Source: an optimization exercise on an open RTL-to-GDS flow (aim: small area and a short achievable clock period). Production flows keep margins and buffers that such runs may drop. Function was checked by simulation only, so behaviour that the tests miss may differ from the original.

==> flow/design.v (outline; a module is shown in full before it is edited, if it fits) <==
// module fixed: 16 lines
// module fir: 765 lines
// module add_ks_20: 145 lines
// module add_rip_13: 9 lines
// module add_rip_14: 9 lines
// module add_o16: 78 lines
// module add_f11: 48 lines
module fir (
input [15:0] signal,
input clk,
output [15:0] out,
output [15:0] f1,
output [31:0] f2,f3,f4,
output [15:0] fo1
);
  // ...
==> flow/flow/run.sh <==
#!/bin/bash
# The standard layout (the standard.sh); flow/ports.tcl runs after global
# placement (port buffers, flip-flop drive), and clock tree synthesis gets its
# arguments from CTS_ARGS.
bash standard.sh DONT_BUFFER_PORTS=1 POST_GLOBAL_PLACE_TCL="$PWD/flow/ports.tcl" \
  CTS_ARGS="-sink_clustering_enable -repair_clock_nets -sink_clustering_size 40 -sink_clustering_max_diameter 60 -dont_use_dummy_load" finish > standard.log 2>&1
==> flow/flow/ports.tcl <==
# Run right after global placement.
# Port buffering in place of ORFS's own buffer_ports: every input but the clock
# gets a buf_4, every output a buf_1; the sign and exponent inputs, which fan out
# across the whole input shifter, get a buf_8 instead.
buffer_ports -inputs -buffer_cell sky130_fd_sc_hd__buf_4
buffer_ports -outputs -buffer_cell sky130_fd_sc_hd__buf_1
set block [ord::get_db_block]
foreach b {10 11 12 13 14 15} {
  foreach it [[[$block findBTerm "signal\[$b\]"] getNet] getITerms] {
    replace_cell [get_cells [[$it getInst] getName]] sky130_fd_sc_hd__buf_8
  }
}
# Stronger flip-flops (same cell, drive 2) for the registers that start the
# paths to the outputs, whose Q pins carry the largest loads.
foreach inst [get_cells *] {
  if {[regexp {^(n|s1|u)\[[0-9]+\]\$_DFF_P_$} [get_full_name $inst]] && [get_property $inst ref_name] eq "sky130_fd_sc_hd__dfxtp_1"} {
    replace_cell $inst sky130_fd_sc_hd__dfxtp_2
  }
}
==> flow/standard.sh <==
#!/bin/bash
# synth_recipe.tcl (not shown) runs the flow's synth.tcl, then flattens the netlist and writes it again
# the make line also repeats each setting of config.mk as NAME=value (left out here)
make -C /OpenROAD-flow-scripts/flow DESIGN_CONFIG=/design/flow/config.mk WORK_HOME=/design/flow/orfs CLKGATE_MAP_FILE= SYNTH_SCRIPT=/design/flow/synth_recipe.tcl "${@:-finish}"
==> flow/config.mk <==
export PLATFORM = sky130hd
export DESIGN_NAME = fir
export DESIGN_NICKNAME = fir
export VERILOG_FILES = /design/flow/design.v
export SDC_FILE = /design/flow/constraint.sdc
export NUM_CORES = 4
export LEC_CHECK = 0
export ABC_AREA = 1
export CAP_MARGIN = 20
export CORE_MARGIN = 2
export CORE_UTILIZATION = 60
export PLACE_DENSITY = 0.75
export SLEW_MARGIN = 20
export SYNTH_HIERARCHICAL = 1
==> flow/constraint.sdc <==
create_clock -name core_clock -period 30.0 [get_ports {clk}]
set_input_delay 6.0000 -clock core_clock [delete_from_list [all_inputs] [get_ports {clk}]]
set_output_delay 6.0000 -clock core_clock [all_outputs]
set_load 0.01 [all_outputs]
==> summary.md, run 1 <==
| Metric | Value |
|---|---|
| Dpl cells | 2720 |
| CTS tree | yes |
| EDFF count, synth | 0 |
| Seq/total area | 29.4% |
| Num ports | 161 |
| M3 GR Usage | 4.15% |
| Mux share of post-synthesis cell area | 0% |
| Max-slew violations | 0 |
| Met2 GRT Util | 46.3% |
| Port buffer count | 159 |
| Metal2 WL | 23.5 mm |
| Clkbuf count | 26 |
| Wire length on met1 | 21.2 mm |
| Top post-synthesis cells by area | dfxtp_1 (31%), fa_1 (26%), ha_1 (11%), nand2_1 (6.1%), inv_1 (5.8%) |
| Crit-path cells | inv_1, fa_1, inv_1, fa_1, nand2_1, nand2_2, nand3_1, nand2_2, nand2_2, nand2_1, nand2_1, nand2_1, buf_1 |
| Period utilisation layout | 29.1% |
| Initial antenna violation count | 1 |
| Asr flop ratio synth | 0% |
| Largest area contributor in the netlist | dfxtp_1 |
| Commonest non-fill, non-tap cell in the layout | nand2_1 |
| Top reg by flops | m45d |
| Clk pin slew, worst setup/hold paths | 0.04 ns |
| Area post-placement | 22300 sq um |
| Reg-to-reg setup timing slack | 21.50 ns |
| GR peak layer | met2 |
| Sequential-to-total area share from yosys stat | 31.2% |
| Final layout net count | 2778 |
| Most frequent cells in the layout | nand2_1 (348), inv_1 (331), dfxtp_1 (287) |
| CP top delay family | simple AND/OR/NAND/NOR gates |
| CP bufs+invs | 3 |
| Core Util, Final | 64.9% |
| Post-synthesis instance total | 2154 |
| Signal buffers | 163 |
| Status | complete, no violations |
| Met1 GRT Util | 37.6% |
| Multi-input combinational cell count | 1422 |
==> inputs of run 2 (changes only) <==
==> flow/flow/ports.tcl (replaced) <==
# Run right after global placement.
# Port buffering in place of ORFS's own buffer_ports: every input but the clock
# gets a buf_4, every output a buf_1; the sign and exponent inputs, which fan out
# across the whole input shifter, get a buf_16 instead.
buffer_ports -inputs -buffer_cell sky130_fd_sc_hd__buf_4
buffer_ports -outputs -buffer_cell sky130_fd_sc_hd__buf_1
set block [ord::get_db_block]
foreach b {10 11 12 13 14 15} {
  foreach it [[[$block findBTerm "signal\[$b\]"] getNet] getITerms] {
    replace_cell [get_cells [[$it getInst] getName]] sky130_fd_sc_hd__buf_16
  }
}
# Stronger flip-flops (same cell, drive 4) for the registers that start the
# paths to the outputs, whose Q pins carry the largest loads.
foreach inst [get_cells *] {
  if {[regexp {^(n|s1|u)\[[0-9]+\]\$_DFF_P_$} [get_full_name $inst]] && [get_property $inst ref_name] eq "sky130_fd_sc_hd__dfxtp_1"} {
    replace_cell $inst sky130_fd_sc_hd__dfxtp_4
  }
}
==> run 2 against run 1 <==
  * Critical path type is now input pin to flip-flop
  * Synthesized cell count unchanged
  * Register-to-register slack better by 0.03 ns
  * Clock skew increased by 0.013 ns
  * Sequential cell count did not move
  * Global-route usage rose by 0.17 points
  * Cell area up 0.82%
==> summary.md, run 2 <==
| Metric | Value |
|---|---|
| Share of the synthesized area in the top cell type | 31.2% (unchanged) |
| # diodes | 0 (unchanged) |
| Core area | 35400 sq um (unchanged) |
| Vias in the first global route | 15100 (was 15000) |
| Sequential-to-total area share from yosys stat | 31.2% (unchanged) |
| Largest net degree at the start of global routing | 29 (unchanged) |
| CP max stage cell | ha_1 (was dfxtp_2) |
| DRC violations left | 0 (unchanged) |
| Core Util, Final | 65.4% (was 64.9%) |
| Mapped Area | 21400 sq um (unchanged) |
| Hold path depth | 0 (unchanged) |
| CP startpoint kind | input pin (was flip-flop) |
| Final min period | 8.65 ns (was 8.72 ns) |
| Synthesis-to-layout area growth | 8.16% (was 7.29%) |
| Worst r2r src | m5d[11]$_DFF_P_ (unchanged) |
| Metal2 WL | 23.4 mm (was 23.5 mm) |
| Vias per cell | 5.22 (was 5.23) |
| First drt pass iteration count | 6 (was 5) |
| DR iter-0 viols | 853 (was 798) |
| Num ports | 161 (unchanged) |
| Post-Synth Adder-Cell Area | 37.6% (unchanged) |
| Setup Fix Bufs, Post-CTS | 0 (unchanged) |
| Average wire per standard cell | 17.8 um (was 17.7 um) |
| CP arrival | 9.11 ns (was 2.72 ns) |
| Hold Crit Class | flip-flop to flip-flop (unchanged) |
| Regs by FF count | m45d (21), m11d (20), n (20) (unchanged) |
| Antenna viol nets, final | 0 (unchanged) |
| Worst R2R End | v6[15]$_DFF_P_ (unchanged) |
| First-pass GRT wire length | 79.3 mm (was 78.6 mm) |
| Crit-path cells | buf_16, inv_2, nand3_1, nand2_1, o21ai_0, nand2_1, o21ai_0, a21oi_1, nand2_1, nor2_1, nand3_1, o21ai_0, ha_1, ha_1, nand2_1, nor2_1, and2_1, nand3b_1, nand3_1, nand2_1, nand2_1 (was inv_1, fa_1, inv_1, fa_1, nand2_1, nand2_2, nand3_1, nand2_2, nand2_2, nand2_1, nand2_1, nand2_1, buf_1) |
| Die Area | 37200 sq um (unchanged) |
| H-tree depth | 1 (unchanged) |
| Wire length on met1 | 21.1 mm (was 21.2 mm) |
| EDFF count, synth | 0 (unchanged) |
| Largest area contributor in the netlist | dfxtp_1 (unchanged) |
| Synth cell types | 56 (unchanged) |
| Commonest non-fill, non-tap cell in the layout | nand2_1 (unchanged) |
| Initial core utilization | 60.5% (unchanged) |
| Slew @ Worst Pin | 0.998 ns (was 0.963 ns) |
| DIE WIDTH | 193 um (unchanged) |
| Final layout net count | 2778 (unchanged) |
| Mux share of post-synthesis cell area | 0% (unchanged) |
| Kind of critical path | input pin to flip-flop (was flip-flop to output pin) |
| Worst-Skew Late Latency | 0.57 ns (was 0.56 ns) |
| Top reg by flops | m45d (unchanged) |
| Hold-fix buffers, CTS | 0 (unchanged) |
| Status | complete, no violations (unchanged) |
| Clk pin slew, worst setup/hold paths | 0.05 ns (was 0.04 ns) |
| Yosys Warn Count | 7 (unchanged) |
| Post-route cell area | 23200 sq um (was 23000 sq um) |
| Initial antenna violation count | 2 (was 1) |
| Max_slew headroom | 33.4% (was 35.7%) |
| WL met3 | 2.86 mm (was 2.65 mm) |
| Flip-flop count of the largest register after layout | 21 (unchanged) |
| Setup crit end kind | flip-flop (was output pin) |
| CP top delay family | simple AND/OR/NAND/NOR gates (unchanged) |
| Pre-CTS setup slack | 20.82 ns (was 20.85 ns) |
| Synth Area in XOR/XNOR | 4.29% (unchanged) |
| Asr flop ratio synth | 0% (unchanged) |
| Hpwl dp | 39.7 mm (was 39.9 mm) |
| Max-slew violations | 0 (unchanged) |
| # setup viols final | 0 (unchanged) |
| Port buffer count | 159 (unchanged) |
| Clock sink count | 334 (unchanged) |
| #FFs+latches synth | 334 (unchanged) |
| Syn avg cell area | 9.94 sq um (unchanged) |
| Final worst slack | 21.35 ns (was 21.28 ns) |
| Die height | 193 um (unchanged) |
| Reg-to-reg setup timing slack | 21.53 ns (was 21.50 ns) |
| Simple-Gate Fraction of Synth Area | 14.5% (unchanged) |
| Largest family of logic cells by synthesized area | adder cells (unchanged) |
| Most numerous cell in the Yosys netlist | nand2_1 (unchanged) |
| Crit path largest cell delay | 0.37 ns (was 0.51 ns) |
| Setup TNS | 0 ns (unchanged) |
| Cts repair resizes | 0 (unchanged) |
| Via count | 14300 (was 14400) |
| CP bufs+invs | 2 (was 3) |
| Total congestion overflow | 0 (unchanged) |
| CP Data Required Time | 30.46 ns (was 24.00 ns) |
| CTS tree | yes (unchanged) |
| DR top layer | met4 (unchanged) |
| Total track usage | 27.8% (was 27.6%) |
| Drt total wl | 48.8 mm (was 48.7 mm) |
| Clk buf depth | 3 (unchanged) |
| Most frequent cells in the layout | nand2_1 (348), inv_1 (331), dfxtp_1 (287) (unchanged) |
| Final Hold Viols | 0 (unchanged) |
| Worst Path Max Fanout | 25 (was 8) |
| Synth top cells by count | nand2_1 (348), dfxtp_1 (334), inv_1 (331) (unchanged) |
| Layout cell share with drive strength beyond 1 | 7.48% (unchanged) |
| Post-synthesis instance total | 2154 (unchanged) |
| Hold endpoint | r4[3]$_DFF_P_ (unchanged) |
| Area fraction in compound gates after synthesis | 4.07% (unchanged) |
| Worst Hold Slack | 0.321 ns (was 0.323 ns) |
| TritonCTS Buffers | 26 (unchanged) |
| Achievable Freq | 116 MHz (was 115 MHz) |
| Top post-synthesis cells by area | dfxtp_1 (31%), fa_1 (26%), ha_1 (11%), nand2_1 (6.1%), inv_1 (5.8%) (unchanged) |
| Max_cap viols | 0 (unchanged) |
| Worst Skew | 0.0625 ns (was 0.0492 ns) |
| Row count | 69 (unchanged) |
| RSZ-0062 raised after global routing | no (unchanged) |
| FILL cells | 2717 (was 2761) |
| Hold path startpoint | m5d[2]$_DFF_P_ (unchanged) |
| Most used cell, CP | nand2_1 (unchanged) |
| Predominant post-synthesis flop cell | dfxtp_1 (unchanged) |
| Reg2Reg Depth | 21 (unchanged) |
| Root Buffer | clkbuf_16 (unchanged) |
| Area post-placement | 22500 sq um (was 22300 sq um) |
| Period utilisation layout | 28.8% (was 29.1%) |
run 2: cell counts after synthesis:
Identical to the previous run, type by type.
run 2: cell families after synthesis:
family,after synthesis
buffers and inverters,403
AO/OA/AOI/OAI,151
adder cells (fa/ha/maj),475
flip-flops,334
XOR/XNOR,105
other,1
AND/OR/NAND/NOR,685
run 2: cell type report:
type | instances | area [sq um] | area share (%)
Multi-Input combinational cell | 1422 | 13000 | 56.0
Sequential cell | 334 | 6860 | 29.6
Inverter | 340 | 1300 | 5.62
Timing Repair Buffer | 163 | 807 | 3.48
Clock buffer | 26 | 651 | 2.81
Tap cell | 461 | 577 | 2.49
run 2: per-stage QoR:
| stage | std cells |
|---|---|
| 6_report | 2746 |
| 5_1_grt | 2746 |
| 4_1_cts | 2746 |
| 3_5_place_dp | 2720 |
| 3_3_place_gp | 2561 |
| 2_1_floorplan | 2159 |
run 2: layer usage:
layer  track usage [%]  up-vias
li1                  -     6908
met1              36.9     6939
met2              46.9      394
met3              5.09       93
met4              7.63        0
met5                 0        -
run 2: worst reg2reg max path, stage by stage (launching register included):
cell and delay, ns:
dfxtp_1 0.68, inv_1 0.30, fa_1 0.54, inv_1 0.05, fa_1 0.53, inv_1 0.07
fa_1 0.42, fa_1 0.40, fa_1 0.40, fa_1 0.41, fa_1 0.40, fa_1 0.43
fa_1 0.40, fa_1 0.39, fa_1 0.39, fa_1 0.42, fa_1 0.41, fa_1 0.40
fa_1 0.39, fa_1 0.38, fa_1 0.38, xnor2_1 0.14
run 2: per-module statistics from Yosys (local to each module, per instance):
module      flops+latches  cells
fir                   334   1639
add_rip_14              0     27
add_o16                 0    136
add_rip_13              0     27
add_f11                 0     75
add_ks_20               0    223
run 2: how the worst max path moves through the flow:
stage / start / end / slack (ns) / depth (start not counted)
global route: signal[11] / n[19]$_DFF_P_ / 20.91 / 21
global placement: signal[11] / n[19]$_DFF_P_ / 21.06 / 19
CTS: n[11]$_DFF_P_ / fo1[11] / 21.35 / 13
detailed placement: signal[11] / n[19]$_DFF_P_ / 20.82 / 21
finish: signal[11] / n[19]$_DFF_P_ / 21.35 / 21
floorplan: signal[13] / n[13]$_DFF_P_ / 21.35 / 25
==> inputs of run 3 (changes only) <==
--- a/flow/config.mk
+++ b/flow/config.mk
@@ -10,4 +10,3 @@
 export CORE_MARGIN = 2
-export CORE_UTILIZATION = 60
-export PLACE_DENSITY = 0.75
+export CORE_UTILIZATION = 40
 export SLEW_MARGIN = 20
==> run 3 against run 2 <==
  * Cell area rose by 1.9%
  * Final cell count rose by 8.6%
  * Via count fell by 1.5%
  * Sequential share of layout area fell by 0.54 points
  * Worst setup slack got worse by 0.11 ns
  * Die area rose by 49%
  * Critical path depth fell by 3
  * Largest cell class unchanged
==> summary.md, run 3 <==
| Metric | Value |
|---|---|
| Status | complete, no violations (unchanged) |
| DR iter-0 viols | 618 (was 853) |
| EDFF count, synth | 0 (unchanged) |
| Asr flop ratio synth | 0% (unchanged) |
| Final worst slack | 21.24 ns (was 21.35 ns) |
| RSZ-0062 raised after global routing | no (unchanged) |
| Syn avg cell area | 9.94 sq um (unchanged) |
| Crit path capture | n[19]$_DFF_P_ (unchanged) |
| Dpl cells | 2950 (was 2720) |
| Drt total wl | 50.3 mm (was 48.8 mm) |
| Reg2Reg Depth | 21 (unchanged) |
| Predominant post-synthesis flop cell | dfxtp_1 (unchanged) |
| CP Data Required Time | 30.43 ns (was 30.46 ns) |
| Worst-Skew Late Latency | 0.60 ns (was 0.57 ns) |
| Initial antenna violation count | 0 (was 2) |
| Layout cell share with drive strength beyond 1 | 7.81% (was 7.48%) |
| Non-Filler Instances | 2981 (was 2746) |
| Setup crit start | signal[11] (unchanged) |
| Kind of critical path | input pin to flip-flop (unchanged) |
| Hold-fix buffers, CTS | 0 (unchanged) |
| Cts repair resizes | 0 (unchanged) |
| Flip-flop count of the largest register after layout | 21 (unchanged) |
| Worst R2R End | v6[15]$_DFF_P_ (unchanged) |
| Vias in the first global route | 14800 (was 15100) |
| Setup Fix Bufs, Post-CTS | 0 (unchanged) |
| Die Area | 55400 sq um (was 37200 sq um) |
| Die height | 235 um (was 193 um) |
| Initial core utilization | 40.6% (was 60.5%) |
| Final layout net count | 2786 (was 2778) |
| Port buffer count | 159 (unchanged) |
| DRC violations left | 0 (unchanged) |
| Top reg by flops | m45d (unchanged) |
| Clk pin slew, worst setup/hold paths | 0.06 ns (was 0.05 ns) |
| Top post-synthesis cells by area | dfxtp_1 (31%), fa_1 (26%), ha_1 (11%), nand2_1 (6.1%), inv_1 (5.8%) (unchanged) |
| CP arrival | 9.18 ns (was 9.11 ns) |
| Yosys Warn Count | 7 (unchanged) |
| Root Buffer | clkbuf_16 (unchanged) |
| Worst Hold Slack | 0.330 ns (was 0.321 ns) |
| Final min period | 8.76 ns (was 8.65 ns) |
| Clk buf depth | 3 (unchanged) |
| Average wire per standard cell | 16.9 um (was 17.8 um) |
| Commonest non-fill, non-tap cell in the layout | nand2_1 (unchanged) |
| CTS tree | yes (unchanged) |
| CP startpoint kind | input pin (unchanged) |
| Max_slew headroom | 52.7% (was 33.4%) |
| Reg-to-reg setup timing slack | 21.54 ns (was 21.53 ns) |
| Largest net degree at the start of global routing | 29 (unchanged) |
| Row count | 84 (was 69) |
| Period utilisation layout | 29.2% (was 28.8%) |
| Worst r2r src | m5d[11]$_DFF_P_ (unchanged) |
| Most numerous cell in the Yosys netlist | nand2_1 (unchanged) |
| CP max stage cell | ha_1 (unchanged) |
| Worst Skew | 0.0714 ns (was 0.0625 ns) |
| Crit path largest cell delay | 0.39 ns (was 0.37 ns) |
| Worst Path Max Fanout | 25 (unchanged) |
| Post-synthesis instance total | 2154 (unchanged) |
| Antenna viol nets, final | 0 (unchanged) |
| Vias per cell | 4.73 (was 5.22) |
| First-pass GRT wire length | 81.3 mm (was 79.3 mm) |
| Most frequent cells in the layout | nand2_1 (348), inv_1 (331), dfxtp_1 (287) (unchanged) |
| Achievable Freq | 114 MHz (was 116 MHz) |
| Hold Crit Class | flip-flop to flip-flop (unchanged) |
| Hpwl dp | 42.3 mm (was 39.7 mm) |
| Largest area contributor in the netlist | dfxtp_1 (unchanged) |
| Synth top cells by count | nand2_1 (348), dfxtp_1 (334), inv_1 (331) (unchanged) |
| Final Hold Viols | 0 (unchanged) |
| DIE WIDTH | 235 um (was 193 um) |
| Setup crit end kind | flip-flop (unchanged) |
| Total congestion overflow | 0 (unchanged) |
| # diodes | 0 (unchanged) |
| First drt pass iteration count | 8 (was 6) |
| Sequential-to-total area share from yosys stat | 31.2% (unchanged) |
| # setup viols final | 0 (unchanged) |
| Max-slew violations | 0 (unchanged) |
| Core area | 52800 sq um (was 35400 sq um) |
| H-tree depth | 1 (unchanged) |
| Max_cap viols | 0 (unchanged) |
| Mapped Area | 21400 sq um (unchanged) |
| TritonCTS Buffers | 31 (was 26) |
| Setup TNS | 0 ns (unchanged) |
| Share of the synthesized area in the top cell type | 31.2% (unchanged) |
| Via count | 14100 (was 14300) |
| Total track usage | 18.7% (was 27.8%) |
| Num ports | 161 (unchanged) |
| Synth cell types | 56 (unchanged) |
| Most used cell, CP | nand3_1 (was nand2_1) |
| Crit-path cells | buf_16, inv_2, nand3_1, nand3_1, a21oi_1, o21ai_0, nand3_1, nor2_1, nand3_1, o21ai_0, ha_1, ha_1, nand2_1, nor2_1, and2_1, nand3b_1, nand4_1, nand2_1 (was buf_16, inv_2, nand3_1, nand2_1, o21ai_0, nand2_1, o21ai_0, a21oi_1, nand2_1, nor2_1, nand3_1, o21ai_0, ha_1, ha_1, nand2_1, nor2_1, and2_1, nand3b_1, nand3_1, nand2_1, nand2_1) |
| Regs by FF count | m45d (21), m11d (20), n (20) (unchanged) |
| Slew @ Worst Pin | 0.708 ns (was 0.998 ns) |
| Clock sink count | 334 (unchanged) |
| #FFs+latches synth | 334 (unchanged) |
| Pre-CTS setup slack | 20.74 ns (was 20.82 ns) |
| Synthesis-to-layout area growth | 10.2% (was 8.16%) |
-- run 3: cell counts after synthesis --
No cell type changed its count.
-- run 3: worst min path at each step --
| stage | start | to | cells after the start |
|---|---|---|---|
| 3_5_place_dp | m5d[2]$_DFF_P_ | r4[3]$_DFF_P_ | 0 |
| 2_1_floorplan | m5d[2]$_DFF_P_ | r4[3]$_DFF_P_ | 0 |
| 6_report | m5d[2]$_DFF_P_ | r4[3]$_DFF_P_ | 0 |
| 4_1_cts | m5d[2]$_DFF_P_ | r4[3]$_DFF_P_ | 0 |
| 3_3_place_gp | m5d[4]$_DFF_P_ | r4[5]$_DFF_P_ | 0 |
| 5_1_grt | m5d[2]$_DFF_P_ | r4[3]$_DFF_P_ | 0 |
-- run 3: Yosys stat by module, one instance, submodules excluded --
| module | copies in the design | flops+latches | cell area (sq um) |
|---|---|---|---|
| add_f11 | 1 | 0 | 474 |
| add_ks_20 | 1 | 0 | 1150 |
| add_o16 | 1 | 0 | 768 |
| add_rip_13 | 1 | 0 | 299 |
| add_rip_14 | 2 | 0 | 317 |
| fir | 1 | 334 | 18100 |
-- run 3: cell type report --
class / instances / area (sq um)
inverters: 340 / 1300
well taps: 688 / 861
fillers: 5004 / 29200
flip-flops and latches: 334 / 6860
clock buffers: 31 / 776
repair buffers: 166 / 830
multi-input cells: 1422 / 13000
-- run 3: kinds of logic after synthesis --
kind of cell / count (synthesis) / share of synthesized area (%)
other: 1 / 0.0175
AND/OR/NAND/NOR: 685 / 14.5
AO/OA/AOI/OAI: 151 / 4.07
adder cells (fa/ha/maj): 475 / 37.6
flip-flops: 334 / 31.2
XOR/XNOR: 105 / 4.29
buffers and inverters: 403 / 8.31
-- run 3: worst max-delay path, delay by kind of cell --
kind	cells	cell delay, ns
and+or+nand+nor	11	1.47
AOI/OAI and AO/OA	3	0.62
adders and majority gates	2	0.66
buffers and inverters	2	0.41
-- run 3: routing by layer --
metal	up-vias	global-route usage (%)	routed length [um]
met5	-	0	0
met4	0	4.34	1100
met3	64	1.65	1700
met2	273	32.2	24300
met1	6850	25.5	23300
li1	6925	-	-
-- run 3: metrics by stage --
stage / instance area [sq um] / utilization [%]
4_1_cts: 23600 / 44.7
5_1_grt: 23600 / 44.7
3_5_place_dp: 22800 / 43.2
3_3_place_gp: 21900 / 41.5
6_report: 23600 / 44.7
2_1_floorplan: 21400 / -
==> inputs of run 4 (changes only) <==
==> flow/flow/run.sh (replaced) <==
#!/bin/bash
# The standard layout (the standard.sh); flow/ports.tcl runs after global
# placement (port buffers, flip-flop drive), and clock tree synthesis gets its
# arguments from CTS_ARGS.
bash standard.sh DONT_BUFFER_PORTS=1 POST_GLOBAL_PLACE_TCL="$PWD/flow/ports.tcl" \
  CTS_ARGS="-sink_clustering_enable -repair_clock_nets -sink_clustering_size 20 -sink_clustering_max_diameter 40 -dont_use_dummy_load -sink_clustering_buffer sky130_fd_sc_hd__clkbuf_8" finish > standard.log 2>&1
--- a/flow/flow/ports.tcl
+++ b/flow/flow/ports.tcl
@@ -3,3 +3,3 @@
 # gets a buf_4, every output a buf_1; the sign and exponent inputs, which fan out
-# across the whole input shifter, get a buf_16 instead.
+# across the whole input shifter, get a buf_8 instead.
 buffer_ports -inputs -buffer_cell sky130_fd_sc_hd__buf_4
@@ -9,3 +9,3 @@
   foreach it [[[$block findBTerm "signal\[$b\]"] getNet] getITerms] {
-    replace_cell [get_cells [[$it getInst] getName]] sky130_fd_sc_hd__buf_16
+    replace_cell [get_cells [[$it getInst] getName]] sky130_fd_sc_hd__buf_8
   }
--- a/flow/config.mk
+++ b/flow/config.mk
@@ -10,3 +10,4 @@
 export CORE_MARGIN = 2
-export CORE_UTILIZATION = 40
+export CORE_UTILIZATION = 60
+export PLACE_DENSITY = 0.75
 export SLEW_MARGIN = 20
==> run 4 against run 3 <==
  * Cell area decreased by 1.9%
  * Global-route usage increased by 8.7 points
  * Die area decreased by 33%
  * Worst hold slack got worse by 0.0014 ns
  * Still clean
  * Clock skew increased by 0.015 ns
  * Sequential cell count unchanged
  * Synthesized cell count unchanged
  * Via count increased by 1.7%
  * Maximum frequency increased by 0.51%
==> summary.md, run 4 <==
| Metric | Value |
|---|---|
| TritonCTS Buffers | 47 (was 31) |
| Sequential-to-total area share from yosys stat | 31.2% (unchanged) |
| H-tree depth | 2 (was 1) |
| # setup viols final | 0 (unchanged) |
| Total congestion overflow | 0 (unchanged) |
| Die Area | 37200 sq um (was 55400 sq um) |
| First-pass GRT wire length | 78.1 mm (was 81.3 mm) |
| Initial antenna violation count | 1 (was 0) |
| Worst Path Max Fanout | 25 (unchanged) |
| Top post-synthesis cells by area | dfxtp_1 (31%), fa_1 (26%), ha_1 (11%), nand2_1 (6.1%), inv_1 (5.8%) (unchanged) |
| Syn avg cell area | 9.94 sq um (unchanged) |
| Drt total wl | 48.0 mm (was 50.3 mm) |
| CP startpoint kind | input pin (unchanged) |
| Yosys Warn Count | 7 (unchanged) |
| Period utilisation layout | 29.0% (was 29.2%) |
| Asr flop ratio synth | 0% (unchanged) |
| Core area | 35400 sq um (was 52800 sq um) |
| Regs by FF count | m45d (21), m11d (20), n (20) (unchanged) |
| Final Hold Viols | 0 (unchanged) |
| Vias per cell | 5.18 (was 4.73) |
| Via count | 14400 (was 14100) |
| Kind of critical path | input pin to flip-flop (unchanged) |
| Initial core utilization | 60.5% (was 40.6%) |
| Predominant post-synthesis flop cell | dfxtp_1 (unchanged) |
| Largest net degree at the start of global routing | 29 (unchanged) |
| Top reg by flops | m45d (unchanged) |
| Synth cell types | 56 (unchanged) |
| Average wire per standard cell | 17.4 um (was 16.9 um) |
| Num ports | 161 (unchanged) |
| Commonest non-fill, non-tap cell in the layout | nand2_1 (unchanged) |
| Vias in the first global route | 15000 (was 14800) |
| Post-synthesis instance total | 2154 (unchanged) |
| Pre-CTS setup slack | 20.83 ns (was 20.74 ns) |
| Achievable Freq | 115 MHz (was 114 MHz) |
| CP Data Required Time | 30.41 ns (was 30.43 ns) |
| Flip-flop count of the largest register after layout | 21 (unchanged) |
| CP arrival | 9.13 ns (was 9.18 ns) |
| Cts repair resizes | 0 (unchanged) |
| Setup TNS | 0 ns (unchanged) |
| Hpwl dp | 39.8 mm (was 42.3 mm) |
| Die height | 193 um (was 235 um) |
| Max_slew headroom | 33.3% (was 52.7%) |
| Setup crit end kind | flip-flop (unchanged) |
| Row count | 69 (was 84) |
| Share of the synthesized area in the top cell type | 31.2% (unchanged) |
| Mapped Area | 21400 sq um (unchanged) |
| Most numerous cell in the Yosys netlist | nand2_1 (unchanged) |
| Hold-fix buffers, CTS | 0 (unchanged) |
| First drt pass iteration count | 5 (was 8) |
| Clk buf depth | 3 (unchanged) |
| EDFF count, synth | 0 (unchanged) |
| DRC violations left | 0 (unchanged) |
| Synth top cells by count | nand2_1 (348), dfxtp_1 (334), inv_1 (331) (unchanged) |
| Final worst slack | 21.29 ns (was 21.24 ns) |
| Layout cell share with drive strength beyond 1 | 8.33% (was 7.81%) |
| Status | complete, no violations (unchanged) |
| Root Buffer | clkbuf_16 (unchanged) |
| Hold path startpoint | m5d[2]$_DFF_P_ (unchanged) |
| Max_cap viols | 0 (unchanged) |
| Final layout net count | 2799 (was 2786) |
| Setup Fix Bufs, Post-CTS | 0 (unchanged) |
| DIE WIDTH | 193 um (was 235 um) |
| Worst-Skew Late Latency | 0.54 ns (was 0.60 ns) |
| Synthesis-to-layout area growth | 8.07% (was 10.2%) |
| Total track usage | 27.4% (was 18.7%) |
| Most frequent cells in the layout | nand2_1 (348), inv_1 (331), dfxtp_1 (287) (unchanged) |
| Max-slew violations | 0 (unchanged) |
| DR iter-0 viols | 829 (was 618) |
| Worst Skew | 0.0866 ns (was 0.0714 ns) |
| #FFs+latches synth | 334 (unchanged) |
| Clk pin slew, worst setup/hold paths | 0.06 ns (about the same) |
| RSZ-0062 raised after global routing | no (unchanged) |
| Largest area contributor in the netlist | dfxtp_1 (unchanged) |
| Setup crit start | signal[11] (unchanged) |
| Hold Crit Class | flip-flop to flip-flop (unchanged) |
| Worst r2r src | m5d[11]$_DFF_P_ (unchanged) |
| Final min period | 8.71 ns (was 8.76 ns) |
| Antenna viol nets, final | 0 (unchanged) |
| Clock sink count | 334 (unchanged) |
| CTS tree | yes (unchanged) |
| Port buffer count | 159 (unchanged) |
| Slew @ Worst Pin | 1.00 ns (was 0.708 ns) |
run 4: cell count changes in the layout (fill, tap and decap cells not counted), sizes merged:
cell    before  now
buf        166  163
diode        0    1
clkbuf      31   47
run 4: logic make-up (layout without fill, tap and decap cells):
| group | Yosys count | in the layout | share of synthesized area [%] |
|---|---|---|---|
| simple gates | 685 | 685 | 14.5 |
| fa+ha+maj | 475 | 475 | 37.6 |
| buf+inv | 403 | 550 | 8.31 |
| flops | 334 | 334 | 31.2 |
| compound gates | 151 | 151 | 4.07 |
| xor+xnor | 105 | 105 | 4.29 |
| other cells | 1 | 7 | 0.0175 |
run 4: Yosys stat by module (local to each module, per instance):
module | area, sq um | cells | flip-flops and latches
add_o16 | 768 | 136 | 0
fir | 18100 | 1639 | 334
add_rip_14 | 317 | 27 | 0
add_rip_13 | 299 | 27 | 0
add_f11 | 474 | 75 | 0
add_ks_20 | 1150 | 223 | 0
run 4: area by class of cell:
| type | instances | area, sq um |
|---|---|---|
| multi-input combinational | 1422 | 13000 |
| timing repair buffer | 163 | 732 |
| antenna | 1 | 2.50 |
| inverter | 340 | 1300 |
| tap | 461 | 577 |
| sequential | 334 | 6860 |
| clock buffer | 47 | 703 |
| fill | 2753 | 12300 |
run 4: final timing paths:
check,endpoint,slack (ns),depth (start not counted)
worst min-delay path,r4[3]$_DFF_P_,0.33,0
worst max-delay path,n[19]$_DFF_P_,21.29,21
worst max register to register,v6[15]$_DFF_P_,21.53,21
worst min register to register,r4[3]$_DFF_P_,0.33,0
run 4: layer usage:
metal | share of wire [%] | routed length (um) | global-route usage [%] | up-vias
met5 | 0 | 0 | 0 | -
met3 | 6.3 | 3010 | 6.26 | 91
met1 | 44 | 21000 | 36.5 | 6919
li1 | - | - | - | 6937
met4 | 3.0 | 1460 | 9.27 | 0
met2 | 47 | 22600 | 44.6 | 405
run 4: metrics by stage:
step	cell area, sq um	cells	hold WS, ns	utilization [%]
2_1_floorplan	21400	2159	0.310	-
3_3_place_gp	21600	2561	0.312	60.9
3_5_place_dp	22400	2720	0.312	63.4
4_1_cts	23100	2767	0.327	65.4
5_1_grt	23100	2767	0.338	65.4
6_report	23100	2768	0.328	65.4
run 4: critical path, cell delays in order:
cell and delay [ns]:
buf_8 0.15, inv_2 0.29, nand3_1 0.12, nand2_1 0.13, o21ai_0 0.10, nand2_1 0.06, o21ai_0 0.07, a21oi_1 0.31
nand2_1 0.09, nor2_1 0.11, nand3_1 0.10, o21ai_0 0.20, ha_1 0.28, ha_1 0.38, nand2_1 0.12, nor2_1 0.14
and2_1 0.16, nand3b_1 0.10, nand3_1 0.10, nand2_1 0.06, nand2_1 0.05

==> port drivers added, routing unchanged <==
How much do the figures lean on ideal ports? The routed layouts below were timed once more, with nothing changed but the port constraints.
Step 1 sets driving cells, clkbuf_16 on the clock port and buf_2 on the other inputs (assumed; they add their load-dependent delay and slew).
Step 2 adds t to the input delays and takes it off the output delays; t is the mean of the earliest and latest rising clock arrival at the registers after step 1. Input paths then give back, and output paths get back, about the clock's delay inside the block.
Three values: ideal ports, drivers, drivers and shift; two values: the first two.
| run | shift t [ns] | setup slack, ns | hold WS [ns] | worst setup path at the end | pins driven straight from the clock port |
|---|---|---|---|---|---|
| run 1 | 0.591 | 21.277 / 21.223 / 20.744 | 0.323 / 0.323 / 0.323 | input to register | 1 |
| run 2 | 0.594 | 21.353 / 21.302 / 20.754 | 0.321 / 0.321 / 0.321 | input to register | 1 |
| run 3 | 0.613 | 21.244 / 21.226 / 20.614 | 0.330 / 0.330 / 0.330 | input to register | 1 |
| run 4 | 0.555 | 21.288 / 21.303 / 20.748 | 0.328 / 0.328 / 0.328 | input to register | 1 |
After both steps every run listed still meets setup and hold. The setup slack of run 3, which loses most, moves by -0.018 ns with the drivers and by -0.630 ns with both steps.
